From an optimization exercise on the open Yosys and OpenROAD flow, aimed at small area, a short achievable clock period and few clock cycles per item; shortcuts taken in it are not production practice. In this exercise RTL edits were held to simulation tests only and were not proved equivalent to the original.

## flow/constraint.sdc

```tcl
create_clock -name core_clock -period 13.0 [get_ports {clk}]
set_input_delay 2.6000 -clock core_clock [delete_from_list [all_inputs] [get_ports {clk}]]
set_output_delay 2.6000 -clock core_clock [all_outputs]
set_load 0.01 [all_outputs]
```

## flow/design.v

```verilog
module mul(
    input             clk,
    input             rst,
    input             clear_pipeline,
    input             mul_initial,
    input      [2:0]  mul_para,
    input      [31:0] mul_rs0,
    input      [31:0] mul_rs1,
    output            mul_ready,
    output            mul_finished,
    output     [31:0] mul_data,
    input             mul_ack
);
    function [5:0] lzc(input [31:0] x);
        reg [15:0] v0; reg [15:0] c0;
        reg [7:0]  v1; reg [15:0] c1;
        reg [3:0]  v2; reg [11:0] c2;
        reg [1:0]  v3; reg [7:0]  c3;
        reg        v4; reg [4:0]  c4;
        integer i;
        begin
            for (i = 0; i < 16; i = i + 1) begin
                v0[i] = x[2*i+1] | x[2*i];
                c0[i] = ~x[2*i+1];
            end
            for (i = 0; i < 8; i = i + 1) begin
                v1[i] = v0[2*i+1] | v0[2*i];
                c1[2*i +: 2] = v0[2*i+1] ? {1'b0, c0[2*i+1]} : {1'b1, c0[2*i]};
            end
            for (i = 0; i < 4; i = i + 1) begin
                v2[i] = v1[2*i+1] | v1[2*i];
                c2[3*i +: 3] = v1[2*i+1] ? {1'b0, c1[2*(2*i+1) +: 2]} : {1'b1, c1[2*(2*i) +: 2]};
            end
            for (i = 0; i < 2; i = i + 1) begin
                v3[i] = v2[2*i+1] | v2[2*i];
                c3[4*i +: 4] = v2[2*i+1] ? {1'b0, c2[3*(2*i+1) +: 3]} : {1'b1, c2[3*(2*i) +: 3]};
            end
            v4 = v3[1] | v3[0];
            c4 = v3[1] ? {1'b0, c3[7:4]} : {1'b1, c3[3:0]};
            lzc = v4 ? {1'b0, c4} : 6'd32;
        end
    endfunction
    localparam S_IDLE = 2'd0, S_ITER = 2'd1, S_WB = 2'd2;
    reg  [1:0]  state;
    reg         fin;
    reg  [2:0]  op;
    reg         neg;
    reg  [32:0] A;
    reg  [31:0] X, Y, OUT;
    reg  [3:0]  cnt;
    reg         first;       
    wire last     = (cnt == 4'd0);
    wire is_div   = op[2];
    wire out_free = ~fin | mul_ack;
    assign mul_ready    = (state == S_IDLE) |
                          (~fin & ((state == S_WB) | ((state == S_ITER) & last & ~neg)));
    assign mul_finished = fin;
    assign mul_data     = OUT;
    wire accept = mul_initial & mul_ready & ~clear_pipeline;
    wire        i_div = mul_para[2];
    wire        sA = i_div ? (~mul_para[0] & mul_rs0[31]) : ((mul_para[1:0] != 2'b11) & mul_rs0[31]);
    wire        sB = i_div ? (~mul_para[0] & mul_rs1[31]) : (~mul_para[1] & mul_rs1[31]);
    wire [32:0] eA = {sA, mul_rs0};
    wire [32:0] eB = {sB, mul_rs1};
    wire [32:0] nA = 33'd0 - eA;
    wire [32:0] nB = 33'd0 - eB;
    wire [31:0] mA = sA ? nA[31:0] : mul_rs0;
    wire [31:0] mB = sB ? nB[31:0] : mul_rs1;
    wire        pA = &(mul_rs0[31:1] | ~mul_rs0[30:0]);
    wire        pB = &(mul_rs1[31:1] | ~mul_rs1[30:0]);
    wire [5:0]  lzA = sA ? lzc(~mul_rs0) - {5'd0, pA} : lzc(mul_rs0);
    wire [5:0]  lzB = sB ? lzc(~mul_rs1) - {5'd0, pB} : lzc(mul_rs1);
    wire        swap   = lzA > lzB;
    wire        m_neg  = sA ^ sB;
    wire [32:0] mcand  = swap ? (sA ? nB : eB) : (sB ? nA : eA);
    wire [31:0] mplr   = swap ? mA : mB;
    wire [5:0]  lzm    = swap ? lzA : lzB;
    wire        m_zero = lzm[5];
    wire        d_zero = (mul_rs1 == 32'd0);
    wire [6:0]  sdiff  = {1'b0, lzB} - {1'b0, lzA};
    wire        d_less = sdiff[6];
    wire [31:0] sh_in  = i_div ? mB : mplr;
    wire [4:0]  sh_amt = i_div ? (sdiff[4:0] | 5'd1) : {lzm[4:3], 3'b000};
    wire        fill   = ~i_div & m_neg;
    wire [32:0] sh_out = ({1'b0, sh_in} << sh_amt) | ({33{fill}} & ~({33{1'b1}} << sh_amt));
    wire        i_direct = i_div ? (d_zero | d_less) : m_zero;
    wire [31:0] direct_res = ~i_div      ? 32'd0 :
                             mul_para[1] ? mul_rs0 :
                             d_zero      ? 32'hffffffff : 32'd0;
    wire        i_neg = i_div & (mul_para[1] ? sA : (sA ^ sB));
    wire [8:0]  bq = {X[31:24], X[23] & ~last};
    localparam [63:0] SEXT = 64'h0 - (64'd85 << 34);
    reg  [63:0] pp_sum;
    integer k;
    always @* begin
        pp_sum = {X[23:0], Y, 8'b0} + SEXT + ({63'd0, first} << 40);
        for (k = 0; k < 4; k = k + 1) begin : booth
            reg one, two, ng;
            reg [34:0] row;
            one = bq[2*k+1] ^ bq[2*k];
            two = (bq[2*k+2] & ~bq[2*k+1] & ~bq[2*k]) | (~bq[2*k+2] & bq[2*k+1] & bq[2*k]);
            ng  = bq[2*k+2];
            row = ({35{one}} & {A[32], A[32], A}) | ({35{two}} & {A[32], A, 1'b0});
            row = row ^ {35{ng}};
            pp_sum = pp_sum + ({28'd0, ~row[34], row[33:0]} << (2*k)) + ({63'd0, ng} << (2*k));
        end
    end
    wire [63:0] m_sum = pp_sum;
    wire [31:0] m_hi  = m_sum[63:32];
    wire [33:0] d_diff1 = {2'b0, Y} - {1'b0, A};
    wire        d_ge1   = ~d_diff1[33];
    wire [31:0] d_y1    = d_ge1 ? d_diff1[31:0] : Y;
    wire [32:0] d_diff2 = {1'b0, d_y1} - {1'b0, A[32:1]};
    wire        d_ge2   = ~d_diff2[32];
    wire [31:0] d_y2    = d_ge2 ? d_diff2[31:0] : d_y1;
    wire [31:0] d_q     = {X[29:0], d_ge1, d_ge2};
    wire        sel_x   = is_div ? ~op[1] : (op[1:0] != 2'b00);
    wire [31:0] it_x    = is_div ? d_q  : m_hi;
    wire [31:0] it_y    = is_div ? d_y2 : m_sum[31:0];
    wire [31:0] it_res  = sel_x ? it_x : it_y;
    wire [31:0] wb_v   = sel_x ? X : Y;
    wire        wb_cin = neg & ((~is_div & sel_x) ? (Y == 32'd0) : 1'b1);
    wire [31:0] wb_res = (wb_v ^ {32{neg}}) + {31'd0, wb_cin};
    wire it_done = (state == S_ITER) & last;
    wire wr_it   = it_done & ~neg & out_free;           
    wire wr_wb   = (state == S_WB) & out_free;          
    wire out_wr  = wr_it | wr_wb;
    wire wr_dir  = accept & i_direct & out_free & ~out_wr;
    always @(posedge clk or posedge rst)
        if (rst) begin
            state <= S_IDLE;
            fin   <= 1'b0;
        end else if (clear_pipeline) begin
            state <= S_IDLE;
            fin   <= 1'b0;
        end else begin
            if (out_wr | wr_dir)
                fin <= 1'b1;
            else if (mul_ack)
                fin <= 1'b0;
            if (accept)
                state <= ~i_direct ? S_ITER : wr_dir ? S_IDLE : S_WB;
            else if (it_done)
                state <= wr_it ? S_IDLE : S_WB;
            else if (wr_wb)
                state <= S_IDLE;
        end
    always @(posedge clk) begin
        if (state == S_ITER) begin
            cnt   <= cnt - 4'd1;
            first <= 1'b0;
            A   <= is_div ? (A >> 2) : A;
            X   <= it_x;
            Y   <= it_y;
        end
        if (out_wr)
            OUT <= wr_it ? it_res : wb_res;
        if (accept) begin
            op  <= mul_para;
            neg <= i_neg & ~i_direct;
            A   <= i_div ? sh_out : mcand;
            X   <= i_direct ? direct_res : i_div ? 32'd0 : sh_out[31:0];
            Y   <= i_direct ? direct_res : i_div ? mA : (lzm[2:0] == 3'd0) ? mcand[31:0] : 32'd0;
            first <= ~i_div & m_neg & (lzm[2:0] != 3'd0);
            cnt <= i_div ? sdiff[4:1] : {2'b00, 2'd3 - lzm[4:3]};
            if (wr_dir)
                OUT <= direct_res;
        end
    end
endmodule
```

## flow/config.mk

```make
export PLATFORM = sky130hd
export DESIGN_NAME = mul
export DESIGN_NICKNAME = mul
export VERILOG_FILES = /design/flow/design.v
export SDC_FILE = /design/flow/constraint.sdc
export NUM_CORES = 4
export LEC_CHECK = 0
export ABC_AREA = 1
export CAP_MARGIN = 20
export CORE_MARGIN = 2
export CORE_UTILIZATION = 45
export SETUP_SLACK_MARGIN = 5
export SLEW_MARGIN = 20
export TNS_END_PERCENT = 100
```

## flow/run.sh

```bash
#!/bin/bash
# synth_recipe.tcl (not shown) runs the flow's synth.tcl, then flattens the netlist and writes it again
# the make line also repeats each setting of config.mk as NAME=value (left out here)
make -C /OpenROAD-flow-scripts/flow DESIGN_CONFIG=/design/flow/config.mk WORK_HOME=/design/flow/orfs CLKGATE_MAP_FILE= SYNTH_SCRIPT=/design/flow/synth_recipe.tcl finish
```

==> summary.txt, run 1 <==
Outcome
  • Status: finished clean

STA
  • Setup TNS: 0 ns
  • Final min period: between 7 and 8 ns
  • Slew Limit Fails: 0
  • Fin crit share: around three fifths
  • # setup viols final: 0
  • Normalized max-slew margin: 11.63%
  • Fin. Hold Viols: 0
  • Max Freq: about 130 MHz
  • Clk_skew: between 0.02 and 0.025 ns
  • Worst-Margin Slew: about 1.3 ns
  • RSZ-0062 raised after global routing: yes

Floorplanning
  • Core area: between 70,000 and 80,000 um2
  • Die Wd: roughly 270 um
  • FP Rows: 97
  • Ports: ~110
  • Die height: around 270 um
  • Initial Utilization: around 46%
  • DIE AREA: around 73,000 um2

Detailed routing
  • 1st-pass router iterations: 8
  • DRT iter0 DRCs: 4,836
  • Final antenna-violating net count: 0
  • Drt total wl: 166,900 um
  • Vias/cell: ~6.2
  • Vias: between 30,000 and 40,000
  • Routed WL per cell: about 28 um
  • Drt drc: 0

Clocking
  • Number of buffers created by CTS: 17
  • Clk pin slew, worst setup/hold paths: 0.07 ns
  • Clock Tree Root: clkbuf_16
  • CTS tree: built
  • Clk sink count: ~140
  • Clk Latency, worst-skew pair: around 0.47 ns
  • Htree depth: 4
  • Clock buffer depth: 2

Place
  • DP Area: between 30,000 and 40,000 um2
  • Placer congestion estimate: approximately 1.1
  • Final HPWL DP: between 100,000 and 150,000 um
  • Number of port buffers: 105

Cells and area
  • Post-layout net count: 5,465
  • Final cell utilization of the core: between 40% and 50%
  • # fillers: 7,522
  • Area of the multi-input gates: 24,510 um2
  • Fraction of layout cells with a size suffix above 1: ~7.0%
  • Area grow syn2layout: 7.472%
  • Final instance area: between 30,000 and 40,000 um2
  • Sequential cell area: 3899 um2

Run
  • Max cap viols: 0

Critical path
  • Critical Path RT: 13.20 ns
  • Startpoint class of the critical path: input port
  • CP max FO: 36
  • Setup CP Type: in -> reg
  • Reg2reg setup slack: between 5 and 6 ns
  • Crit path DAT: about 8.2 ns
  • Crit. End Element: flip-flop

GRT
  • First-pass GRT wire length: about 240,000 um
  • Vias in the first global route: about 35,000
  • Total grt overflow: 0
  • Gr usage total: around 44%
  • Largest net degree at the start of global routing: 73
  • Initial antenna violation count: 3

Synthesis
  • Mapped Cells: roughly 5,000
  • Syn. warnings: 1
  • Mean area per synthesized cell: 6.271 um2
  • Syn nets: approximately 5,500
  • Register area share after synthesis: about 12%
  • Post-Synthesis Cell Area: approximately 32,000 um2
  • Async set-reset flop share out of synthesis: under 10%
  • Synth Flop Type: edfxtp_1
  • Unique masters post-synth: 78
  • Synth Register Bits: between 100 and 150
  • EDFF count, synth: 106

Hold path
  • Hold crit path type: reg -> reg
-- flip-flops by register name (all words and copies together), names as in the netlist --
register	flops
op	3
Y	32
neg	1
A	33
X	32
cnt	4
state	2
first	1
OUT	32
fin	1
-- per-stage QoR --
step | instances | hold slack [ns] | worst slack (ns)
2_1_floorplan | 5105 | 0.5412 | 6.344
3_3_place_gp | 5952 | 0.5234 | 3.654
3_5_place_dp | 5952 | 0.5278 | 3.708
4_1_cts | 5990 | 0.5435 | 5.025
5_1_grt | 6013 | 0.5828 | 4.943
6_report | 6015 | 0.5451 | 5.031
-- metal layers --
layer | wire length (um) | vias up | GRT usage, %
li1 | - | 17039 | -
met1 | 62050 | 17526 | 52.90
met2 | 73010 | 2233 | 69.77
met3 | 15920 | 523 | 7.562
met4 | 15890 | 2 | 34.62
met5 | 25 | - | 0
-- cell usage in the layout, fill, tap and decap left out, types with 50 or more instances in the layout --
| master | n |
|---|---|
| nand2_1 | 1100 |
| inv_1 | 603 |
| o21ai_0 | 451 |
| nor2_1 | 413 |
| a21oi_1 | 331 |
| nand3_1 | 302 |
| xor2_1 | 256 |
| ha_1 | 234 |
| o22ai_1 | 154 |
| edfxtp_1 | 106 |
| fa_1 | 98 |
| clkdlybuf4s50_1 | 85 |
| nand4_1 | 82 |
| buf_4 | 53 |
| inv_2 | 50 |
-- synth_stat cells (all sizes together), types with 6 or more instances --
library cell	number	share of area (%)
o221ai	21	0.57
buf	106	2.2
or2	46	0.90
dfxtp	32	2.0
o21ai	503	7.9
a31oi	30	0.59
o21a	32	0.75
a21o	17	0.40
o2111ai	6	0.16
nor2	462	6.2
a21boi	12	0.28
fa	99	6.2
inv	661	7.8
a21oi	337	5.3
clkbuf	131	1.5
nor4	21	0.41
clkinv	32	0.39
edfxtp	106	9.9
a32o	6	0.19
a211oi	6	0.14
xor2	256	7.0
nand2	1145	14
nand3b	20	0.49
ha	234	9.1
nand3	324	5.4
nor3	50	0.95
nand4	85	1.7
o21bai	17	0.41
o211ai	49	1.1
a22oi	26	0.61
xnor2	41	1.1
a221oi	6	0.16
o22ai	154	3.0
-- critical path, stage by stage --
cell	delay [ns]
clkdlybuf4s50_1	0.70
nand2_1	0.15
inv_1	0.08
nand3_1	0.17
o221ai_1	0.33
a21oi_1	0.15
a21oi_1	0.17
ha_1	0.23
nand3_2	0.12
o21ai_0	0.42
nand2_1	0.23
ha_1	0.43
and3_1	0.26
nand2_4	0.17
nand2_8	0.29
nand3_2	0.18
nand2_2	0.27
nor2_4	0.07
buf_12	0.15
buf_4	0.14
nor2_4	0.26
nand3_1	0.12
nand2_1	0.15
inv_1	0.08
nand3_1	0.12
nand3_1	0.09
-- timing repair --
action                                  CTS  global route
setup buffers                             1            16
hold endpoints to repair                  0             0
gates resized for setup                  18            47
endpoints found under the setup margin  115           128
pin swaps                                 3             3
hold buffers                              0             0
gates cloned                              5             5
-- logic make-up (layout without fill, tap and decap cells) --
logic type | count (synthesis) | count (layout) | share of synthesized area [%]
buf+inv | 930 | 893 | 11.86
flops | 141 | 141 | 12.18
mux | 1 | 1 | 0.03127
xor+xnor | 297 | 297 | 8.125
simple gates | 2160 | 2165 | 30.21
compound gates | 1243 | 1243 | 22.26
fa+ha+maj | 333 | 333 | 15.34
other cells | 0 | 2 | 0
-- worst paths after layout --
kind | endpoint | depth (start not counted) | start
setup / recovery | X[31] | 26 | mul_rs0[6]
hold / removal | OUT[10] | 2 | OUT[10]
setup reg to reg | OUT[28] | 37 | cnt[0]
hold reg to reg | OUT[10] | 2 | OUT[10]
max in group asynchronous | fin | 2 | rst
min in group asynchronous | state[0] | 2 | rst
-- final cells by class --
cell class | instances | area share, %
clock buffer | 21 | 1.407
clock inverter | 11 | 0.2691
tap | 940 | 3.418
timing repair buffer | 163 | 4.542
antenna | 2 | 0.01455
multi-input combinational | 4039 | 71.24
timing repair inverter | 5 | 0.1018
inverter | 693 | 7.673
sequential | 141 | 11.33
Testbench counts, summed over its fixed seeds: cycles 36,821, items 12,000.
==> run 2, diff against run 1 <==
--- a/flow/design.v
+++ b/flow/design.v
@@ -46,14 +46,14 @@
     reg  [2:0]  op;
     reg         neg;
     reg  [32:0] A;
-    reg  [31:0] X, Y, OUT;
+    reg  [31:0] X, Y, OUT, OUT2;
+    reg         v2;          
     reg  [3:0]  cnt;
     reg         first;       
     wire last     = (cnt == 4'd0);
     wire is_div   = op[2];
-    wire out_free = ~fin | mul_ack;
     assign mul_ready    = (state == S_IDLE) |
-                          (~fin & ((state == S_WB) | ((state == S_ITER) & last & ~neg)));
+                          (~v2 & ((state == S_WB) | ((state == S_ITER) & last & ~neg)));
     assign mul_finished = fin;
     assign mul_data     = OUT;
     wire accept = mul_initial & mul_ready & ~clear_pipeline;
@@ -119,32 +119,44 @@
     wire [31:0] it_y    = is_div ? d_y2 : m_sum[31:0];
     wire [31:0] it_res  = sel_x ? it_x : it_y;
     wire [31:0] wb_v   = sel_x ? X : Y;
-    wire        wb_cin = neg & ((~is_div & sel_x) ? (Y == 32'd0) : 1'b1);
-    wire [31:0] wb_res = (wb_v ^ {32{neg}}) + {31'd0, wb_cin};
-    wire it_done = (state == S_ITER) & last;
-    wire wr_it   = it_done & ~neg & out_free;           
-    wire wr_wb   = (state == S_WB) & out_free;          
-    wire out_wr  = wr_it | wr_wb;
-    wire wr_dir  = accept & i_direct & out_free & ~out_wr;
+    wire [31:0] wb_res = (wb_v ^ {32{neg}}) + {31'd0, neg};
+    wire       occ0    = ~fin | (~v2 & mul_ack);
+    wire       occ2    = v2 & ~mul_ack;
+    wire       occ1    = ~occ0 & ~occ2;
+    wire       it_done = (state == S_ITER) & last;
+    wire       res1    = (it_done & ~neg) | (state == S_WB);         
+    wire [31:0] res1_v = (state == S_WB) ? wb_res : it_res;
+    wire       push1   = res1 & ~occ2;
+    wire       push2   = accept & i_direct & ~occ2 & ~(occ1 & push1);  
     always @(posedge clk or posedge rst)
         if (rst) begin
             state <= S_IDLE;
             fin   <= 1'b0;
+            v2    <= 1'b0;
         end else if (clear_pipeline) begin
             state <= S_IDLE;
             fin   <= 1'b0;
+            v2    <= 1'b0;
         end else begin
-            if (out_wr | wr_dir)
-                fin <= 1'b1;
-            else if (mul_ack)
-                fin <= 1'b0;
+            fin <= ~occ0 | push1 | push2;
+            v2  <= occ2 | (occ1 & (push1 | push2)) | (push1 & push2);
             if (accept)
-                state <= ~i_direct ? S_ITER : wr_dir ? S_IDLE : S_WB;
+                state <= ~i_direct ? S_ITER : push2 ? S_IDLE : S_WB;
             else if (it_done)
-                state <= wr_it ? S_IDLE : S_WB;
-            else if (wr_wb)
+                state <= push1 ? S_IDLE : S_WB;
+            else if (push1)
                 state <= S_IDLE;
         end
+    always @(posedge clk) begin
+        if (occ0)
+            OUT <= push1 ? res1_v : direct_res;
+        else if (mul_ack)
+            OUT <= OUT2;
+        if (occ1)
+            OUT2 <= push1 ? res1_v : direct_res;
+        else if (occ0)
+            OUT2 <= direct_res;
+    end
     always @(posedge clk) begin
         if (state == S_ITER) begin
             cnt   <= cnt - 4'd1;
@@ -153,8 +165,6 @@
             X   <= it_x;
             Y   <= it_y;
         end
-        if (out_wr)
-            OUT <= wr_it ? it_res : wb_res;
         if (accept) begin
             op  <= mul_para;
             neg <= i_neg & ~i_direct;
@@ -163,8 +173,6 @@
             Y   <= i_direct ? direct_res : i_div ? mA : (lzm[2:0] == 3'd0) ? mcand[31:0] : 32'd0;
             first <= ~i_div & m_neg & (lzm[2:0] != 3'd0);
             cnt <= i_div ? sdiff[4:1] : {2'b00, 2'd3 - lzm[4:3]};
-            if (wr_dir)
-                OUT <= direct_res;
         end
     end
 endmodule
==> flow/flow/run.sh (new file) <==
#!/bin/bash
set -euo pipefail
export BUFFER_PORTS_ARGS="-buffer_cell sky130_fd_sc_hd__buf_4"
bash standard.sh synth > synth.log 2>&1
bash standard.sh > layout.log 2>&1
==> flow/standard.sh (new file) <==
#!/bin/bash
# synth_recipe.tcl (not shown) runs the flow's synth.tcl, then flattens the netlist and writes it again
# the make line also repeats each setting of config.mk as NAME=value (left out here)
make -C /OpenROAD-flow-scripts/flow DESIGN_CONFIG=/design/flow/config.mk WORK_HOME=/design/flow/orfs CLKGATE_MAP_FILE= SYNTH_SCRIPT=/design/flow/synth_recipe.tcl "${@:-finish}"
removed: flow/run.sh
==> run 2 against run 1 <==
Routed wire length is 1.2% higher. Maximum frequency is 2.0% higher. Via count is 2.9% higher. Largest cell class unchanged. Core utilization is 0.45 points lower. Critical endpoint is now OUT2[21]. Hold slack worse by 0.020 ns.
==> summary.txt, run 2 <==
Outcome
  • Status: finished clean

Cells and area
  • Largest register FFs: 33
  • Post-layout net count: 5,598
  • Most frequent cells in the layout: 1,161 x nand2_1, 593 x inv_1, 474 x nor2_1
  • # fillers: between 7,000 and 8,000
  • Final cell utilization of the core: approximately half
  • Sequential cell area: 5205 um2
  • Area of the multi-input gates: around 25,000 um2
  • Largest Register: A
  • Area grow syn2layout: 6.434%
  • Fraction of layout cells with a size suffix above 1: 8.798%
  • Most common cell after layout, fill and taps aside: nand2_1

Place
  • Placer congestion estimate: 1.128
  • Number of port buffers: approximately 110
  • Final HPWL DP: between 100,000 and 150,000 um

Floorplanning
  • Ports: roughly 110
  • Die height: about 280 um
  • DIE AREA: 76,350 um2
  • FP Rows: between 90 and 100
  • Die Wd: 276.3 um
  • Core area: between 70,000 and 80,000 um2
  • Initial Utilization: 45.58%

STA
  • Max Freq: ~130 MHz
  • Setup TNS: 0 ns
  • RSZ-0062 raised after global routing: yes
  • Clk_skew: about 0.031 ns
  • Final min period: a little under 8 ns
  • Slew Limit Fails: 0
  • Worst-Margin Slew: about 1.4 ns
  • # setup viols final: 0
  • Fin. Hold Viols: 0
  • Fin crit share: between 60 and 70%
  • Normalized max-slew margin: under 10%

Clocking
  • Htree depth: 4
  • Clock buffer depth: 2
  • Number of buffers created by CTS: 17
  • CTS tree: built
  • Clk pin slew, worst setup/hold paths: around 0.1 ns
  • Clk Latency, worst-skew pair: ~0.5 ns
  • Clock Tree Root: clkbuf_16
  • Clk sink count: 174

Critical path
  • CP max FO: 32
  • Reg2reg setup slack: 5.19 ns
  • Crit. End Element: flip-flop
  • Critical Path Slowest Stage Cell: fa_1
  • Crit path DAT: around 8.1 ns
  • Critical Path RT: 13.24 ns
  • Worst Reg2Reg Path Length in Cells: 30
  • CP most frequent cell: nand2_1
  • Setup CP Type: reg -> reg
  • FF-to-FF End: OUT2[21]
  • Startpoint class of the critical path: flip-flop
  • Critical path's largest stage delay: 0.56 ns
  • RR Startpoint: cnt[0]

GRT
  • Largest net degree at the start of global routing: 92
  • Initial antenna violation count: 7
  • Gr usage total: between 40 and 50%
  • Vias in the first global route: 36,323
  • Most Crowded Layer GR: met2
  • Total grt overflow: 0
  • GR Util met1: a little over half
  • First-pass GRT wire length: about 240,000 um
  • Met2 Track Usage GR: slightly below 70%
  • Met3 Use GR: a little under 8%

Hold path
  • Hold Startpoint: OUT2[7]
  • Hold Path Depth: 2
  • WHS Endpoint: OUT[7]
  • Hold crit path type: reg -> reg

Synthesis
  • Mean area per synthesized cell: roughly 6.4 um2
  • Syn nets: roughly 5,700
  • Post-synth top area share: between 10% and 20%
  • EDFF count, synth: between 150 and 200
  • Post-synth top area cell: edfxtp_1
  • Async set-reset flop share out of synthesis: under 10%
  • Post-Synthesis Cell Area: approximately 33,000 um2
  • Mapped Cells: approximately 5,200
  • Synth Register Bits: 174
  • Register area share after synthesis: 15.60%
  • Most common cell in the netlist: nand2_1
  • Most instantiated cells after synthesis: 1,167 x nand2_1, 598 x inv_1, 478 x nor2_1
  • Unique masters post-synth: 75
  • Syn. warnings: 1
  • Top post-synthesis cells by area: edfxtp_1 15%, nand2_1 13%, ha_1 8.8%
  • Synth Flop Type: edfxtp_1

Detailed routing
  • Routed WL per cell: 27.36 um
  • Drt drc: 0
  • DRT iter0 DRCs: slightly below 5,000
  • Vias: 38,400
  • 1st-pass router iterations: 8
  • Drt total wl: 168,900 um
  • Final antenna-violating net count: 0
  • Vias/cell: between 6 and 7

Run
  • Max cap viols: 0
-- run 2: cell types whose count changed in the layout (fill, tap and decap cells not counted), moves of 46 or more --
cell	delta
nand3_1	+59
a21oi_1	+58
clkdlybuf4s50_1	-85
nor2_1	+61
edfxtp_1	+64
buf_4	+103
nand4_1	-46
nand2_1	+61
-- run 2: cells by family after synthesis --
family	synth area share, %
simple gates	29.85
mux	0.03000
xor+xnor	7.375
flops	15.60
buf+inv	11.05
compound gates	21.38
fa+ha+maj	14.71
-- run 2: routing by layer --
metal	wire [um]	vias up	share of wire (%)
met5	63	-	0.037
met4	15070	6	8.9
met3	15560	530	9.2
met2	74660	2282	44
met1	63510	18114	38
li1	-	17468	-
-- run 2: per-stage QoR --
step / instances / hold WS (ns) / area [um2] / setup WS [ns]
after floorplan: 5247 / 0.4946 / 33370 / 6.458
after global placement: 6125 / 0.5030 / 34680 / 4.035
after detailed placement: 6125 / 0.5024 / 34680 / 4.173
after CTS: 6157 / 0.5258 / 35330 / 4.996
after global routing: 6165 / 0.5500 / 35500 / 4.965
final: 6171 / 0.5248 / 35520 / 5.189
-- run 2: worst max path at each step --
stage                     cells past startpoint        start       end
after global routing                         32       cnt[0]  OUT2[18]
after floorplan                              30   mul_rs1[6]     A[21]
after global placement                       27  mul_rs0[10]     Y[24]
after CTS                                    26   mul_rs1[6]     Y[24]
after detailed placement                     27  mul_rs0[10]     Y[24]
final                                        30       cnt[0]  OUT2[21]
-- run 2: repair_timing --
action                     in CTS  in global routing
buffers inserted                0                  4
resized for setup               3                 35
pin swaps                       0                  5
cloned                          0                  2
setup endpoints to repair      23                155
hold buffers                    0                  0
-- run 2: final cells by class --
| cell class | count | share of cell area [%] |
|---|---|---|
| Clock buffer | 17 | 1.198 |
| Tap cell | 959 | 3.378 |
| Inverter | 686 | 7.317 |
| Antenna cell | 6 | 0.04227 |
| Timing Repair Buffer | 160 | 3.449 |
| Sequential cell | 174 | 14.66 |
| Clock inverter | 15 | 0.5989 |
| Multi-Input combinational cell | 4153 | 69.35 |
| Timing Repair inverter | 1 | 0.01409 |
-- run 2: critical path, delay by kind of cell (launching register included) --
kind | cells | cell delay, ns
buf+inv | 6 | 0.68
simple gates | 10 | 1.69
flops | 1 | 0.39
compound gates | 7 | 2.21
fa+ha+maj | 5 | 2.16
xor+xnor | 2 | 0.43
Testbench counts of run 2, summed over its fixed seeds: cycles 33,427, items 12,000.
==> run 3, diff against run 2 <==
==> flow/run.sh (new file) <==
#!/bin/bash
# synth_recipe.tcl (not shown) runs the flow's synth.tcl, then flattens the netlist and writes it again
# the make line also repeats each setting of config.mk as NAME=value (left out here)
make -C /OpenROAD-flow-scripts/flow DESIGN_CONFIG=/design/flow/config.mk WORK_HOME=/design/flow/orfs CLKGATE_MAP_FILE= SYNTH_SCRIPT=/design/flow/synth_recipe.tcl finish
removed: flow/flow/run.sh
removed: flow/standard.sh
==> run 3 against run 2 <==
Final area increased by 1.0%. Routed wire length fell by 1.6%. Still clean on timing, DRC and antenna. Die area stayed put. Highest routed layer unchanged.
==> summary.txt, run 3 <==
Cells and area
  • Sequential cell area: ~5200 um2
  • Fraction of layout cells with a size suffix above 1: about 6.9%
  • Most frequent cells in the layout: 1,163 x nand2_1, 593 x inv_1, 471 x nor2_1
  • # fillers: around 8,000
  • Post-Layout Cell Count: between 6,000 and 7,000
  • Largest Register: A
  • Most common cell after layout, fill and taps aside: nand2_1
  • Area grow syn2layout: 7.507%
  • Area of the multi-input gates: around 25,000 um2
  • Largest register FFs: 33
  • Post-layout net count: between 5,000 and 6,000
  • Final instance area: 35,870 um2

Place
  • Placer congestion estimate: 1.089
  • DP Area: about 35,000 um2
  • Placed cells: a little over 6,000
  • Number of port buffers: ~110
  • Final HPWL DP: between 100,000 and 150,000 um

GRT
  • Initial antenna violation count: 9
  • Most Crowded Layer GR: met2
  • Met2 Track Usage GR: roughly 65%
  • Met3 Use GR: around 7.4%
  • Gr usage total: ~42%
  • Total grt overflow: 0
  • GR Util met1: 52.49%
  • Vias in the first global route: 35,496
  • First-pass GRT wire length: ~240,000 um
  • Largest net degree at the start of global routing: 92

Detailed routing
  • Drt total wl: roughly 170,000 um
  • Final antenna-violating net count: 0
  • 1st-pass router iterations: 8
  • Routed WL per cell: between 20 and 30 um
  • Vias/cell: 6.138
  • Vias: 37,928
  • DRT iter0 DRCs: ~4,800
  • Drt drc: 0

STA
  • Fin crit share: between 60% and 70%
  • Clk_skew: 0.02259 ns
  • Max Freq: between 100 and 150 MHz
  • Fin. Hold Viols: 0
  • Slew Limit Fails: 0
  • Worst-Margin Slew: about 1.3 ns
  • Normalized max-slew margin: roughly 14%
  • Final min period: slightly below 8 ns
  • # setup viols final: 0
  • RSZ-0062 raised after global routing: no
  • Setup TNS: 0 ns

Synthesis
  • Mean area per synthesized cell: 6.360 um2
  • Post-synth top area cell: edfxtp_1
  • Syn nets: 5,652
  • Most instantiated cells after synthesis: 1,167 x nand2_1, 598 x inv_1, 478 x nor2_1
  • Unique masters post-synth: 75
  • Synth Flop Type: edfxtp_1
  • Top post-synthesis cells by area: edfxtp_1 15%, nand2_1 13%, ha_1 8.8%
  • Syn. warnings: 1
  • Mapped Cells: approximately 5,200
  • Post-Synthesis Cell Area: between 30,000 and 40,000 um2
  • Most common cell in the netlist: nand2_1
  • Synth Register Bits: approximately 170
  • Async set-reset flop share out of synthesis: around 2.3%
  • Post-synth top area share: 15.30%
  • EDFF count, synth: 170
  • Register area share after synthesis: 15.60%

Run
  • Max cap viols: 0

Clocking
  • Clk pin slew, worst setup/hold paths: about 0.090 ns
  • Clk sink count: around 170
  • CTS tree: built
  • Htree depth: 4
  • Clock Tree Root: clkbuf_16
  • Number of buffers created by CTS: 17
  • Clk Latency, worst-skew pair: around 0.47 ns
  • Clock buffer depth: 2

Floorplanning
  • Core area: between 70,000 and 80,000 um2
  • Ports: about 110
  • Die Wd: 276.3 um
  • FP Rows: between 90 and 100
  • Die height: 276.3 um
  • DIE AREA: 76,350 um2
  • Initial Utilization: between 40 and 50%

Critical path
  • Critical Path RT: roughly 13 ns
  • Crit. End Element: flip-flop
  • Startpoint class of the critical path: input port
  • Crit path DAT: approximately 8 ns
  • Setup CP Type: in -> reg
  • CP max FO: 25

Hold path
  • Hold crit path type: reg -> reg

Outcome
  • Status: finished clean
run 3: cell counts after synthesis:
No cell type changed its count.
run 3: per-stage QoR:
step | worst slack [ns] | hold WS (ns) | utilization (%)
4_1_cts | 4.898 | 0.5223 | 48.67
3_5_place_dp | 3.963 | 0.5035 | 47.80
6_report | 5.145 | 0.5249 | 49.00
5_1_grt | 5.023 | 0.5387 | 49.00
3_3_place_gp | 4.159 | 0.5049 | 47.80
2_1_floorplan | 6.458 | 0.4946 | -
run 3: kinds of logic after synthesis:
| logic type | share of synthesized area [%] |
|---|---|
| AO/OA/AOI/OAI | 21.38 |
| XOR/XNOR | 7.375 |
| adder cells (fa/ha/maj) | 14.71 |
| buffers and inverters | 11.05 |
| flip-flops | 15.60 |
| multiplexers | 0.03000 |
| AND/OR/NAND/NOR | 29.85 |
run 3: worst paths after layout:
| check | startpoint | endpoint | slack, ns | depth (start not counted) |
|---|---|---|---|---|
| setup / recovery | mul_rs0[8] | X[31] | 5.14 | 22 |
| hold reg to reg | OUT2[12] | OUT[12] | 0.52 | 2 |
| hold / removal | OUT2[12] | OUT[12] | 0.52 | 2 |
| max in group asynchronous | rst | v2 | 10.54 | 2 |
| min in group asynchronous | rst | state[1] | 2.30 | 2 |
| setup reg to reg | cnt[0] | OUT2[22] | 5.26 | 33 |
run 3: per-layer routing:
layer	part of all wire [%]	vias up	wire, um
li1	-	17482	-
met1	39	17804	64060
met2	43	2144	71310
met3	9.3	486	15520
met4	9.2	12	15250
met5	0.039	-	65
run 3: area by class of cell:
class                   count  share of cell area, %
multi-input cells        4154                  68.67
flip-flops and latches    174                  14.51
inverters                 686                  7.258
repair buffers            171                  4.524
well taps                 959                  3.345
clock buffers              17                  1.186
clock inverters            14                 0.4743
diodes                      3                0.02093
repair inverters            1                0.01395
run 3: critical path, cell delays in order:
cell and delay, ns:
clkdlybuf4s50_1 0.60, inv_1 0.21, o21ai_0 0.12, a2111oi_1 0.50, o2111ai_1 0.24, nor2_1 0.24
ha_1 0.22, ha_1 0.21, xnor2_1 0.08, a22oi_1 0.37, ha_1 0.35, nor2_1 0.11
nor2_1 0.09, nand2_2 0.43, clkinvlp_2 0.69, nand2_1 0.23, nand2_1 0.13, nand2_1 0.08
nand2_1 0.07, nand2_1 0.09, nand3_1 0.28, a21oi_1 0.22
run 3: timing repair:
action,in CTS,in global routing
resized for setup,10,36
pin swaps,0,4
cloned,1,2
hold buffers,0,0
setup endpoints to repair,111,132
buffers inserted,0,10
==> run 4, diff against run 3 <==
==> flow/flow/run.sh (new file) <==
#!/bin/bash
# The standard layout (standard.sh with the settings of config.mk), except
# that the buffers it puts on every input and output port are
# sky130_fd_sc_hd__buf_4 cells rather than the delay cells buffer_ports picks
# by default, and that the timing repair aims at a setup margin of 6.5 ns.
# Each step's full output goes to its own log here.
set -euo pipefail
export BUFFER_PORTS_ARGS="-buffer_cell sky130_fd_sc_hd__buf_4"
sed "s/SETUP_SLACK_MARGIN=[0-9.]*/SETUP_SLACK_MARGIN=6.5/" standard.sh > standard_margin.sh
grep -q "SETUP_SLACK_MARGIN=6.5 " standard_margin.sh
bash standard.sh synth > synth.log 2>&1
bash standard_margin.sh > layout.log 2>&1
==> flow/standard.sh (new file) <==
#!/bin/bash
# synth_recipe.tcl (not shown) runs the flow's synth.tcl, then flattens the netlist and writes it again
# the make line also repeats each setting of config.mk as NAME=value (left out here)
make -C /OpenROAD-flow-scripts/flow DESIGN_CONFIG=/design/flow/config.mk WORK_HOME=/design/flow/orfs CLKGATE_MAP_FILE= SYNTH_SCRIPT=/design/flow/synth_recipe.tcl "${@:-finish}"
removed: flow/run.sh
==> run 4 against run 3 <==
Die area unchanged. Hold slack improved by 0.0019 ns. Count of clock-buffer cells in the layout unchanged. Highest routed layer unchanged. Still clean on timing, DRC and antenna. Core utilization increased by 5.9 points.
==> summary.txt, run 4 <==
Run
  • Max cap viols: 0

Hold path
  • WHS Endpoint: OUT[29]
  • Hold Path Depth: 2
  • Hold crit path type: reg -> reg
  • Hold Startpoint: OUT2[29]

Floorplanning
  • Die height: ~280 um
  • Initial Utilization: between 40% and 50%
  • FP Rows: 99
  • Core area: between 70,000 and 80,000 um2
  • Die Wd: about 280 um
  • DIE AREA: approximately 76,000 um2
  • Ports: about 110

STA
  • Normalized max-slew margin: 26.17%
  • RSZ-0062 raised after global routing: yes
  • Fin crit share: approximately half
  • Worst-Margin Slew: between 1 and 1.5 ns
  • Slew Limit Fails: 0
  • Fin. Hold Viols: 0
  • Clk_skew: ~0.022 ns
  • Max Freq: approximately 150 MHz
  • Final min period: 6.548 ns
  • Setup TNS: 0 ns
  • # setup viols final: 0

Critical path
  • Crit. End Element: flip-flop
  • CP max FO: 8
  • CP most frequent cell: inv_1
  • Startpoint class of the critical path: flip-flop
  • Critical path's largest stage delay: 0.53 ns
  • Reg2reg setup slack: 6.45 ns
  • Crit path DAT: 6.77 ns
  • RR Startpoint: cnt[3]
  • Critical Path RT: between 10 and 15 ns
  • Worst Reg2Reg Path Length in Cells: 30
  • Critical Path Slowest Stage Cell: fa_1
  • Setup CP Type: reg -> reg
  • FF-to-FF End: OUT2[18]

Cells and area
  • Largest Register: A
  • Most common cell after layout, fill and taps aside: nand2_1
  • Area grow syn2layout: 20.48%
  • Largest register FFs: 33
  • Post-layout net count: roughly 5,800
  • Most frequent cells in the layout: 1,058 x nand2_1, 551 x inv_1, 411 x nor2_1
  • Fraction of layout cells with a size suffix above 1: a little over a fifth
  • Final instance area: between 40,000 and 50,000 um2

Place
  • DP Area: ~35,000 um2
  • Number of port buffers: roughly 110
  • Placer congestion estimate: 1.128
  • Final HPWL DP: 137,100 um

Synthesis
  • Post-synth top area cell: edfxtp_1
  • Unique masters post-synth: between 70 and 80
  • Mean area per synthesized cell: 6.360 um2
  • Mapped Cells: ~5,200
  • Top post-synthesis cells by area: edfxtp_1 15%, nand2_1 13%, ha_1 8.8%
  • EDFF count, synth: 170
  • Post-synth top area share: 15.30%
  • Syn nets: between 5,000 and 6,000
  • Register area share after synthesis: about 16%
  • Synth Register Bits: approximately 170
  • Syn. warnings: 1
  • Most instantiated cells after synthesis: 1,167 x nand2_1, 598 x inv_1, 478 x nor2_1
  • Post-Synthesis Cell Area: 33,370 um2
  • Synth Flop Type: edfxtp_1
  • Async set-reset flop share out of synthesis: 2.299%
  • Most common cell in the netlist: nand2_1

Clocking
  • Clock Tree Root: clkbuf_16
  • CTS tree: built
  • Number of buffers created by CTS: 17
  • Clk sink count: ~170
  • Clk Latency, worst-skew pair: ~0.5 ns
  • Htree depth: 4
  • Clk pin slew, worst setup/hold paths: around 0.090 ns
  • Clock buffer depth: 2

Outcome
  • Status: finished clean

GRT
  • Initial antenna violation count: 10
  • Vias in the first global route: about 37,000
  • Total grt overflow: 0
  • Gr usage total: around 44%
  • First-pass GRT wire length: approximately 250,000 um
  • Largest net degree at the start of global routing: 76

Detailed routing
  • 1st-pass router iterations: 6
  • Drt total wl: about 180,000 um
  • Routed WL per cell: between 20 and 30 um
  • Vias: ~40,000
  • Drt drc: 0
  • Final antenna-violating net count: 0
  • DRT iter0 DRCs: ~5,400
  • Vias/cell: between 6 and 7
==> run 4: cell count changes in the layout (fill, tap and decap cells not counted), moves of 62 or more <==
cell,before,now
a21oi_1,388,306
a21oi_2,5,74
o21ai_0,427,344
clkdlybuf4s50_1,99,0
nand2_1,1163,1058
nand3_1,362,300
nand2_2,27,114
buf_4,59,271
==> run 4: logic make-up (layout without fill, tap and decap cells) <==
| group | count (synthesis) | count (layout) | share of synthesized area [%] |
|---|---|---|---|
| mux | 1 | 1 | 0.03000 |
| fa+ha+maj | 333 | 333 | 14.71 |
| other cells | 0 | 4 | 0 |
| flops | 174 | 174 | 15.60 |
| xor+xnor | 281 | 281 | 7.375 |
| compound gates | 1255 | 1255 | 21.38 |
| buf+inv | 921 | 1043 | 11.05 |
| simple gates | 2282 | 2289 | 29.85 |
==> run 4: worst max-delay path by stage <==
stage | startpoint | to
CTS | cnt[0] | OUT2[4]
detailed placement | mul_rs0[10] | Y[22]
global route | cnt[0] | OUT2[18]
floorplan | mul_rs1[6] | A[28]
finish | cnt[3] | OUT2[18]
global placement | mul_rs0[10] | Y[9]
==> run 4: what timing repair did <==
action,4_1_cts,5_1_grt
setup buffers,67,86
hold buffers,0,0
resized for setup,380,487
endpoints found under the setup margin,167,163
pin swaps,64,157
gates cloned,12,7
endpoints found under the hold margin,0,0
==> run 4: critical path: cells and delay by family, from the launching register on <==
kind	cells	cell delay, ns
simple gates	9	1.70
buf+inv	6	0.54
fa+ha+maj	4	1.78
flops	1	0.43
compound gates	10	1.68
xor+xnor	1	0.11
==> run 4: through the flow <==
stage / setup slack [ns] / hold WS, ns / cells / utilization (%)
floorplan: 6.545 / 0.4946 / 5247 / -
global placement: 4.260 / 0.5022 / 6128 / 47.42
detailed placement: 4.367 / 0.5069 / 6129 / 47.46
CTS: 6.440 / 0.5289 / 6240 / 51.18
global route: 6.333 / 0.5591 / 6336 / 54.91
finish: 6.452 / 0.5268 / 6339 / 54.92
==> run 4: layout make-up <==
class,instances,area [um2]
clock inverter,15,201.4
sequential,174,5205
clock buffer,17,425.4
timing repair buffer,321,2914
inverter,686,2709
fill,7543,33000
multi-input combinational,4159,27510
timing repair inverter,4,27.53
tap,959,1200
antenna,4,10.01
==> run 4: routing by layer <==
layer | global-route usage (%) | wire, um | vias up
met5 | 0.8130 | 147 | -
met4 | 31.79 | 15850 | 12
met3 | 9.160 | 17210 | 624
met2 | 68.79 | 76780 | 2524
met1 | 54.18 | 66250 | 18640
li1 | - | - | 17802
==> run 5, diff against run 4 <==
==> flow/flow/run.sh (replaced) <==
#!/bin/bash
# The standard layout (standard.sh with the settings of config.mk), except
# that the buffers it puts on every input and output port are
# sky130_fd_sc_hd__buf_4 cells rather than the delay cells buffer_ports picks
# by default, and that the timing repair aims at a setup margin of 6 ns.
# Each step's full output goes to its own log here.
set -euo pipefail
export BUFFER_PORTS_ARGS="-buffer_cell sky130_fd_sc_hd__buf_4"
sed "s/SETUP_SLACK_MARGIN=[0-9.]*/SETUP_SLACK_MARGIN=6/" standard.sh > standard_margin.sh
grep -q "SETUP_SLACK_MARGIN=6 " standard_margin.sh
bash standard.sh synth > synth.log 2>&1
bash standard_margin.sh > layout.log 2>&1
--- a/flow/config.mk
+++ b/flow/config.mk
@@ -8,7 +8,7 @@
 export ABC_AREA = 1
 export CAP_MARGIN = 20
 export CORE_MARGIN = 2
-export CORE_UTILIZATION = 45
+export CORE_UTILIZATION = 55
 export SETUP_SLACK_MARGIN = 5
 export SLEW_MARGIN = 20
 export TNS_END_PERCENT = 100
==> run 5 against run 4 <==
Synthesized cell count unchanged. Register-to-register slack worse by 0.42 ns. Sequential share of layout area up 1.4 points. Area after synthesis unchanged. Final area down 9.6%. Core utilization up 5.5 points. Critical path depth up 1. First-iteration DRC count up 14%. Final cell count down 4.7%. Highest routed layer unchanged. Maximum frequency down 6.0%. Via count down 0.77%.
==> summary.txt, run 5 <==
Outcome
  • Status: finished clean

Place
  • Placer congestion estimate: 1.106
  • Placed cells: between 5,000 and 6,000
  • Number of port buffers: around 110
  • Final HPWL DP: approximately 130,000 um
  • Pre-CTS WS: ~4.9 ns

Critical path
  • RR Startpoint: cnt[0]
  • Worst setup startpoint: cnt[0]
  • Critical Path Slowest Stage Cell: fa_1
  • Critical path's largest stage delay: 0.58 ns
  • Startpoint class of the critical path: flip-flop
  • Critical Path RT: about 13 ns
  • Crit path DAT: approximately 7.2 ns
  • CP max FO: 32
  • CP most frequent cell: nand2_1
  • Worst Reg2Reg Path Length in Cells: 31
  • Crit. End Element: flip-flop
  • Setup CP Type: reg -> reg

STA
  • Worst-Margin Slew: around 1.2 ns
  • Setup TNS: 0 ns
  • # setup viols final: 0
  • Final WS setup: just over 6 ns
  • Max Freq: roughly 140 MHz
  • Fin crit share: ~54%
  • Final min period: between 6 and 7 ns
  • Fin. Hold Viols: 0
  • RSZ-0062 raised after global routing: yes
  • Normalized max-slew margin: between 15 and 20%
  • Slew Limit Fails: 0
  • Clk_skew: 0.02413 ns

Cells and area
  • Largest register FFs: 33
  • Fraction of layout cells with a size suffix above 1: approximately an eighth
  • Area grow syn2layout: 8.853%
  • Most common cell after layout, fill and taps aside: nand2_1
  • Final cell utilization of the core: roughly 60%
  • Largest Register: A
  • Post-Layout Cell Count: 6,043
  • Post-layout net count: roughly 5,600
  • Most frequent cells in the layout: 1,144 x nand2_1, 585 x inv_1, 461 x nor2_1

Synthesis
  • Async set-reset flop share out of synthesis: about 2.3%
  • Syn nets: roughly 5,700
  • Most common cell in the netlist: nand2_1
  • Most instantiated cells after synthesis: 1,167 x nand2_1, 598 x inv_1, 478 x nor2_1
  • Post-synth top area share: 15.30%
  • Synth Register Bits: about 170
  • Mean area per synthesized cell: 6.360 um2
  • Mapped Cells: approximately 5,200
  • Register area share after synthesis: 15.60%
  • EDFF count, synth: between 150 and 200
  • Unique masters post-synth: between 70 and 80
  • Synth Flop Type: edfxtp_1
  • Syn. warnings: 1
  • Post-synth top area cell: edfxtp_1
  • Top post-synthesis cells by area: edfxtp_1 15%, nand2_1 13%, ha_1 8.8%
  • Post-Synthesis Cell Area: 33,370 um2

Hold path
  • Hold Startpoint: OUT2[25]
  • Hold crit path type: reg -> reg
  • Hold Path Depth: 2

Detailed routing
  • Drt total wl: 159,900 um
  • Vias: 39,298
  • Routed WL per cell: about 26 um
  • Final antenna-violating net count: 0
  • Vias/cell: between 6 and 7
  • 1st-pass router iterations: 12
  • DRT iter0 DRCs: slightly above 6,000
  • Drt drc: 0

Floorplanning
  • Ports: between 100 and 150
  • Die height: roughly 250 um
  • Core area: between 60,000 and 70,000 um2
  • Initial Utilization: between 50% and 60%
  • DIE AREA: around 63,000 um2
  • Die Wd: 250.3 um
  • FP Rows: 90

Clocking
  • Clk pin slew, worst setup/hold paths: ~0.09 ns
  • Clock buffer depth: 2
  • Number of buffers created by CTS: 17
  • Clk Latency, worst-skew pair: roughly 0.48 ns
  • Clk sink count: roughly 170
  • # hold bufs at CTS: 0
  • CTS tree: built
  • Clock Tree Root: clkbuf_16
  • Htree depth: 4

Run
  • Max cap viols: 0

GRT
  • Initial antenna violation count: 10
  • Total grt overflow: 0
  • First-pass GRT wire length: roughly 230,000 um
  • Gr usage total: 49.06%
  • Vias in the first global route: ~36,000
  • Largest net degree at the start of global routing: 76
run 5: cell types whose count changed in the layout (fill, tap and decap cells not counted), sizes merged:
| cell | change |
|---|---|
| buf | -120 |
| clkinvlp | +2 |
| diode | +6 |
| inv | -2 |
| nand2 | +1 |
| bufbuf | -1 |
| nor2 | -1 |
| clkbuf | -4 |
run 5: layout make-up:
| class | count | area [um2] |
|---|---|---|
| clock inverters | 15 | 166.4 |
| inverters | 686 | 2655 |
| well taps | 782 | 978.4 |
| clock buffers | 17 | 425.4 |
| fillers | 5926 | 23810 |
| diodes | 10 | 25.02 |
| repair buffers | 196 | 1629 |
| multi-input cells | 4159 | 25210 |
| flip-flops and latches | 174 | 5205 |
| repair inverters | 4 | 26.28 |
run 5: critical path, delay by kind of cell, from the launching register on:
kind | cells | cell delay (ns)
AOI/OAI and AO/OA | 7 | 1.66
and+or+nand+nor | 12 | 1.66
DFF | 1 | 0.39
adders and majority gates | 5 | 2.21
xor gates and xnor gates | 2 | 0.29
buffers and inverters | 5 | 0.47
run 5: what timing repair did:
item	4_1_cts	5_1_grt
cloned	3	11
pin swaps	5	20
setup endpoints to repair	159	161
buffers inserted	2	39
gates resized for setup	58	150
run 5: logic make-up (layout without fill, tap and decap cells):
kind of cell / count (synthesis) / in the layout / share of synthesized area, %
AO/OA/AOI/OAI: 1255 / 1255 / 21.38
multiplexers: 1 / 1 / 0.03000
buffers and inverters: 921 / 918 / 11.05
XOR/XNOR: 281 / 281 / 7.375
adder cells (fa/ha/maj): 333 / 333 / 14.71
other: 0 / 10 / 0
flip-flops: 174 / 174 / 15.60
AND/OR/NAND/NOR: 2282 / 2289 / 29.85
run 5: layer usage:
metal  track usage, %  routed length [um]
met1            57.86               55940
met2            73.05               66740
met3            14.71               20520
met4            41.63               16640
met5           0.5405                  82
run 5: worst paths after layout:
kind | to | slack (ns)
setup / recovery | OUT[5] | 6.04
hold / removal | OUT[25] | 0.53
setup reg to reg | OUT[5] | 6.04
hold reg to reg | OUT[25] | 0.53
max in group asynchronous | state[0] | 10.81
min in group asynchronous | fin | 2.02
run 5: per-stage QoR:
| step | hold slack [ns] | cell area [um2] |
|---|---|---|
| 2_1_floorplan | 0.4946 | 33370 |
| 3_3_place_gp | 0.5046 | 34410 |
| 3_5_place_dp | 0.5099 | 34420 |
| 4_1_cts | 0.5346 | 35230 |
| 5_1_grt | 0.5381 | 36300 |
| 6_report | 0.5327 | 36320 |
==> run 6, diff against run 5 <==
--- a/flow/config.mk
+++ b/flow/config.mk
@@ -8,7 +8,8 @@
 export ABC_AREA = 1
 export CAP_MARGIN = 20
 export CORE_MARGIN = 2
-export CORE_UTILIZATION = 55
+export CORE_UTILIZATION = 45
+export PLACE_DENSITY = 0.72
 export SETUP_SLACK_MARGIN = 5
 export SLEW_MARGIN = 20
 export TNS_END_PERCENT = 100
==> run 6 against run 5 <==
Register-to-register slack improved by 0.09 ns. Flip-flop and latch count did not move. Largest cell class unchanged. Via count fell by 0.50%. Critical path depth fell by 7. Critical endpoint is now Y[13]. Area after synthesis did not move. Count of clock-buffer cells in the layout did not move. Final area rose by 1.2%. First-iteration DRC count fell by 0.36%.
==> summary.txt, run 6 <==
Cells and area
  • Largest Register: A
  • Most frequent cells in the layout: 1,150 x nand2_1, 589 x inv_1, 463 x nor2_1
  • Area grow syn2layout: 10.13%
  • Post-layout net count: ~5,700
  • Fraction of layout cells with a size suffix above 1: between 10% and 20%
  • # fillers: approximately 7,600
  • Largest register FFs: 33
  • Post-Layout Cell Count: a little over 6,000
  • Most common cell after layout, fill and taps aside: nand2_1

Floorplanning
  • Ports: between 100 and 150
  • Core area: 73,210 um2
  • Die Wd: between 200 and 300 um
  • FP Rows: 99
  • Initial Utilization: ~46%
  • Die height: approximately 280 um
  • DIE AREA: around 76,000 um2

Detailed routing
  • Vias: between 30,000 and 40,000
  • Drt drc: 0
  • Final antenna-violating net count: 0
  • Vias/cell: 6.281
  • Drt total wl: approximately 160,000 um
  • 1st-pass router iterations: 10
  • DRT iter0 DRCs: ~6,000
  • Routed WL per cell: approximately 26 um

Critical path
  • RR Startpoint: cnt[0]
  • Setup CP Type: in -> reg
  • Crit path DAT: around 7.2 ns
  • Critical Path RT: approximately 13 ns
  • CP max FO: 16
  • Reg2reg setup slack: a little over 6 ns
  • FF-to-FF End: X[21]
  • Worst Reg2Reg Path Length in Cells: 30
  • Crit. End Element: flip-flop
  • Startpoint class of the critical path: input port

Clocking
  • CTS tree: built
  • Clk pin slew, worst setup/hold paths: 0.09 ns
  • Clock buffer depth: 2
  • Clock Tree Root: clkbuf_16
  • Htree depth: 4
  • Clk Latency, worst-skew pair: about 0.47 ns
  • # hold bufs at CTS: 0
  • Number of buffers created by CTS: 17
  • Clk sink count: approximately 170

STA
  • RSZ-0062 raised after global routing: yes
  • # setup viols final: 0
  • Setup TNS: 0 ns
  • Clk_skew: roughly 0.022 ns
  • Fin. Hold Viols: 0
  • Worst-Margin Slew: approximately 1.3 ns
  • Final min period: ~7 ns
  • Slew Limit Fails: 0
  • Normalized max-slew margin: approximately an eighth
  • Fin crit share: between 50% and 60%
  • Max Freq: approximately 140 MHz

Synthesis
  • Syn nets: roughly 5,700
  • Most instantiated cells after synthesis: 1,167 x nand2_1, 598 x inv_1, 478 x nor2_1
  • Unique masters post-synth: 75
  • Mean area per synthesized cell: between 6 and 7 um2
  • Post-Synthesis Cell Area: 33,370 um2
  • Top post-synthesis cells by area: edfxtp_1 15%, nand2_1 13%, ha_1 8.8%
  • Register area share after synthesis: between 15 and 20%
  • Synth Register Bits: ~170
  • Async set-reset flop share out of synthesis: between 2 and 2.5%
  • Post-synth top area share: between 10% and 20%
  • Most common cell in the netlist: nand2_1
  • Mapped Cells: roughly 5,200
  • Syn. warnings: 1
  • Post-synth top area cell: edfxtp_1
  • Synth Flop Type: edfxtp_1
  • EDFF count, synth: between 150 and 200

Outcome
  • Status: finished clean

Place
  • Placed cells: 6,122
  • Final HPWL DP: ~130,000 um
  • Placer congestion estimate: around 1.1
  • Number of port buffers: approximately 110

GRT
  • Total grt overflow: 0
  • First-pass GRT wire length: approximately 240,000 um
  • Initial antenna violation count: 14
  • Gr usage total: 41.21%
  • Largest net degree at the start of global routing: 78
  • Vias in the first global route: between 30,000 and 40,000

Hold path
  • Hold Startpoint: OUT2[1]
  • Hold Path Depth: 2
  • WHS Endpoint: OUT[1]
  • Hold crit path type: reg -> reg

Run
  • Max cap viols: 0
run 6: changes by cell type in the layout (fill, tap and decap cells not counted), moves of 4 or more:
cell      change
buf_12        +8
clkinv_1      -7
clkinv_2      +7
inv_1         +4
inv_2         -4
nand2_1       +6
nand2_2       -4
nand2_4       -4
nor2_2        -4
o21ai_0      -11
o21ai_1      +15
o21ai_2       -6
run 6: worst max-delay path, stage by stage:
cell and delay, ns:
buf_4 0.17, nor2_4 0.15, a21oi_1 0.08, a2111oi_4 0.35, o2111ai_2 0.18, nor2_2 0.17
ha_2 0.19, ha_2 0.19, nand3_1 0.08, nand2_1 0.06, nand2_1 0.09, a21oi_4 0.22
inv_1 0.10, ha_4 0.30, inv_1 0.04, o21bai_1 0.17, a21oi_2 0.08, buf_4 0.14
buf_8 0.14, a21boi_4 0.17, bufbuf_16 0.31, o311ai_1 0.90, nor2_1 0.11, o21a_1 0.21
run 6: timing repair:
action | in CTS | in global routing
gates resized for setup | 56 | 159
buffers inserted | 10 | 42
endpoints found under the setup margin | 157 | 163
cloned | 4 | 5
hold endpoints to repair | 0 | 0
pin swaps | 10 | 32
run 6: worst max path at each step:
| stage | start | endpoint | slack (ns) |
|---|---|---|---|
| after global routing | Y[0] | OUT[8] | 5.90 |
| final | mul_rs0[25] | Y[13] | 6.00 |
| after global placement | mul_rs0[10] | Y[25] | 4.72 |
| after detailed placement | mul_rs0[10] | Y[29] | 4.75 |
| after floorplan | mul_rs1[6] | A[21] | 6.46 |
| after CTS | cnt[0] | OUT[5] | 5.89 |
run 6: metrics by stage:
| step | worst slack (ns) | utilization, % | hold slack [ns] | instance area [um2] |
|---|---|---|---|---|
| after floorplan | 6.458 | - | 0.4946 | 33370 |
| after global routing | 5.902 | 50.18 | 0.5617 | 36730 |
| after detailed placement | 4.754 | 47.34 | 0.5160 | 34660 |
| after global placement | 4.722 | 47.34 | 0.5035 | 34660 |
| after CTS | 5.889 | 48.60 | 0.5327 | 35580 |
| final | 5.996 | 50.20 | 0.5346 | 36750 |
run 6: layout make-up:
cell class              count  area [um2]  area share [%]
multi-input cells        4158       25180           68.52
flip-flops and latches    174        5205           14.16
well taps                 959        1200           3.265
clock inverters            15       205.2          0.5584
repair buffers            208        1848           5.029
inverters                 686        2656           7.228
repair inverters            1       7.507         0.02043
clock buffers              17       425.4           1.158
diodes                      8       20.02         0.05447
run 6: metal layers:
metal / part of all wire (%) / vias to the layer above / routed length (um) / track usage, %
li1: - / 17589 / - / -
met1: 36 / 18080 / 59830 / 50.06
met2: 42 / 2751 / 69460 / 62.80
met3: 12 / 665 / 19500 / 10.29
met4: 9.5 / 18 / 15660 / 31.27
met5: 0.071 / - / 117 / 0.5003
run 6: cell families (layout without fill, tap and decap cells):
group,after synthesis,count (layout),synth area share (%)
and+or+nand+nor,2282,2288,29.85
AOI/OAI and AO/OA,1255,1255,21.38
buffers and inverters,921,927,11.05
adders and majority gates,333,333,14.71
xor gates and xnor gates,281,281,7.375
DFF,174,174,15.60
muxes,1,1,0.03000
other,0,8,0
==> run 7, diff against run 6 <==
--- a/flow/config.mk
+++ b/flow/config.mk
@@ -9,7 +9,6 @@
 export CAP_MARGIN = 20
 export CORE_MARGIN = 2
 export CORE_UTILIZATION = 45
-export PLACE_DENSITY = 0.72
 export SETUP_SLACK_MARGIN = 5
 export SLEW_MARGIN = 20
 export TNS_END_PERCENT = 100
==> run 7 against run 6 <==
Critical path type unchanged. Final cell count about the same.
==> summary.txt, run 7 <==
Outcome
  • Status: finished clean

STA
  • Final WS setup: slightly above 6 ns
  • Setup TNS: 0 ns
  • Clk_skew: about 0.026 ns
  • Normalized max-slew margin: roughly 15%
  • Max Freq: around 140 MHz
  • Slew Limit Fails: 0
  • Fin. Hold Viols: 0
  • Fin crit share: a little over half
  • Final min period: between 6 and 7 ns

GRT
  • GR Util met1: roughly 53%
  • Most Crowded Layer GR: met2
  • Met2 Track Usage GR: 67.65%
  • Vias in the first global route: 36,581
  • Initial antenna violation count: 10
  • Largest net degree at the start of global routing: 78
  • Met3 Use GR: 8.915%
  • Total grt overflow: 0
  • Gr usage total: between 40% and 50%

Synthesis
  • Async set-reset flop share out of synthesis: 2.299%
  • Syn nets: roughly 5,700
  • Top post-synthesis cells by area: edfxtp_1 15%, nand2_1 13%, ha_1 8.8%
  • Register area share after synthesis: between 10% and 20%
  • Synth Flop Type: edfxtp_1
  • Synth Register Bits: between 150 and 200
  • Syn. warnings: 1
  • Mean area per synthesized cell: 6.360 um2
  • EDFF count, synth: between 150 and 200
  • Post-synth top area cell: edfxtp_1
  • Post-synth top area share: between 15 and 20%

Place
  • Placed cells: 6,125
  • Number of port buffers: about 110
  • Final HPWL DP: 136,800 um
  • DP Area: 34,680 um2

Clocking
  • Clock Tree Root: clkbuf_16
  • Clk Latency, worst-skew pair: between 0.4 and 0.5 ns
  • Clk pin slew, worst setup/hold paths: roughly 0.10 ns
  • CTS tree: built
  • Clock buffer depth: 2

Floorplanning
  • DIE AREA: around 76,000 um2
  • Die height: 276.3 um
  • FP Rows: 99
  • Core area: between 70,000 and 80,000 um2
  • Die Wd: roughly 280 um
  • Ports: between 100 and 150

Cells and area
  • Largest Register: A
  • Final instance area: roughly 37,000 um2
  • Fraction of layout cells with a size suffix above 1: roughly 13%
  • Sequential cell area: 5205 um2
  • Area of the multi-input gates: ~25,000 um2
  • Final cell utilization of the core: between 50% and 60%
  • Post-Layout Cell Count: around 6,200
  • Post-layout net count: between 5,000 and 6,000
  • Most frequent cells in the layout: 1,140 x nand2_1, 585 x inv_1, 453 x nor2_1

Detailed routing
  • Vias: 38,628
  • 1st-pass router iterations: 9
  • Final antenna-violating net count: 0
  • Drt drc: 0
  • Routed WL per cell: 27.56 um

Critical path
  • Critical Path Slowest Stage Cell: o311ai_1
  • Critical path's largest stage delay: 0.95 ns
  • Critical Path RT: roughly 13 ns
  • Crit. End Element: flip-flop
  • CP most frequent cell: nand2_1
  • Setup CP Type: in -> reg
  • Startpoint class of the critical path: input port

Hold path
  • Hold crit path type: reg -> reg

Run
  • Max cap viols: 0
## run 7: cell types whose count changed in the layout (fill, tap and decap cells not counted), sizes merged
cell,change
clkinv,+3
nand2,+2
clkinvlp,-4
bufinv,-1
bufbuf,-1
inv,+5
buf,+3
diode,-4
## run 7: cells by family (layout without fill, tap and decap cells)
kind of cell / Yosys count / count (layout) / synth area share (%)
other cells: 0 / 4 / 0
xor+xnor: 281 / 281 / 7.375
flops: 174 / 174 / 15.60
buf+inv: 921 / 932 / 11.05
mux: 1 / 1 / 0.03000
simple gates: 2282 / 2290 / 29.85
fa+ha+maj: 333 / 333 / 14.71
compound gates: 1255 / 1255 / 21.38
## run 7: final timing paths
path                            end        start  slack, ns  cells past startpoint
max in group asynchronous  state[1]          rst      10.85                      2
min reg2reg                  OUT[4]      OUT2[4]       0.52                      2
max reg2reg                 OUT2[7]         A[8]       6.13                     29
min in group asynchronous       fin          rst       2.00                      2
min                          OUT[4]      OUT2[4]       0.52                      2
max                            Y[3]  mul_rs0[10]       6.08                     25
## run 7: layout make-up
type,instances,area share (%)
Clock buffer,17,1.153
Multi-Input combinational cell,4160,69.06
Timing Repair inverter,4,0.07122
Antenna cell,4,0.02713
Tap cell,959,3.253
Clock inverter,15,0.5766
Inverter,686,7.129
Sequential cell,174,14.11
Timing Repair Buffer,210,4.626
## run 7: timing repair
action | in CTS | in global routing
hold buffers | 0 | 0
setup endpoints to repair | 167 | 162
cloned | 6 | 8
resized for setup | 91 | 192
pin swaps | 14 | 35
setup buffers | 17 | 37
## run 7: layer usage
layer  wire [um]  vias up
li1            -    17583
met1       64250    18179
met2       75010     2280
met3       16320      576
met4       16020       10
met5          65        -
## run 7: critical path, delay by kind of cell
family                   cells  cell delay, ns
AO/OA/AOI/OAI                9            2.36
AND/OR/NAND/NOR              7            0.74
adder cells (fa/ha/maj)      3            0.68
buffers and inverters        6            0.73
## run 7: per-stage QoR
stage | hold slack [ns]
3_5_place_dp | 0.5024
2_1_floorplan | 0.4946
4_1_cts | 0.5258
5_1_grt | 0.5503
6_report | 0.5243
3_3_place_gp | 0.5030

-- port drivers added, routing unchanged --
The flow's constraints put no driver on any port. The routed layouts listed below were extracted and timed again, unchanged, in two steps.
Step 1: set_driving_cell puts a clkbuf_16 on clk and a buf_2 on each other input, an assumption about the parent block.
Step 2, shift: input delay + t, output delay - t, t = (earliest + latest rising clock arrival at the registers) / 2. This alone moves slack from input paths to output paths.
Three values: ideal, step 1, step 2; two values: the first two.
| run | t (ns) | setup WS [ns] | worst data-port slew with drivers (ns) |
|---|---|---|---|
| run 1 | 0.515 | 5.031 / 5.061 / 4.546 | 0.07 |
| run 2 | 0.542 | 5.189 / 5.189 / 4.712 | 0.07 |
| run 3 | 0.526 | 5.145 / 5.182 / 4.656 | 0.08 |
| run 4 | 0.554 | 6.452 / 6.452 / 5.958 | 0.09 |
| run 5 | 0.524 | 6.036 / 6.036 / 5.572 | 0.06 |
| run 6 | 0.525 | 5.996 / 6.036 / 5.511 | 0.05 |
| run 7 | 0.544 | 6.079 / 6.084 / 5.540 | 0.07 |
After both steps every run listed still meets setup and hold. For run 7, which loses most, drivers alone change the setup slack by +0.005 ns; drivers and shift together by -0.539 ns.
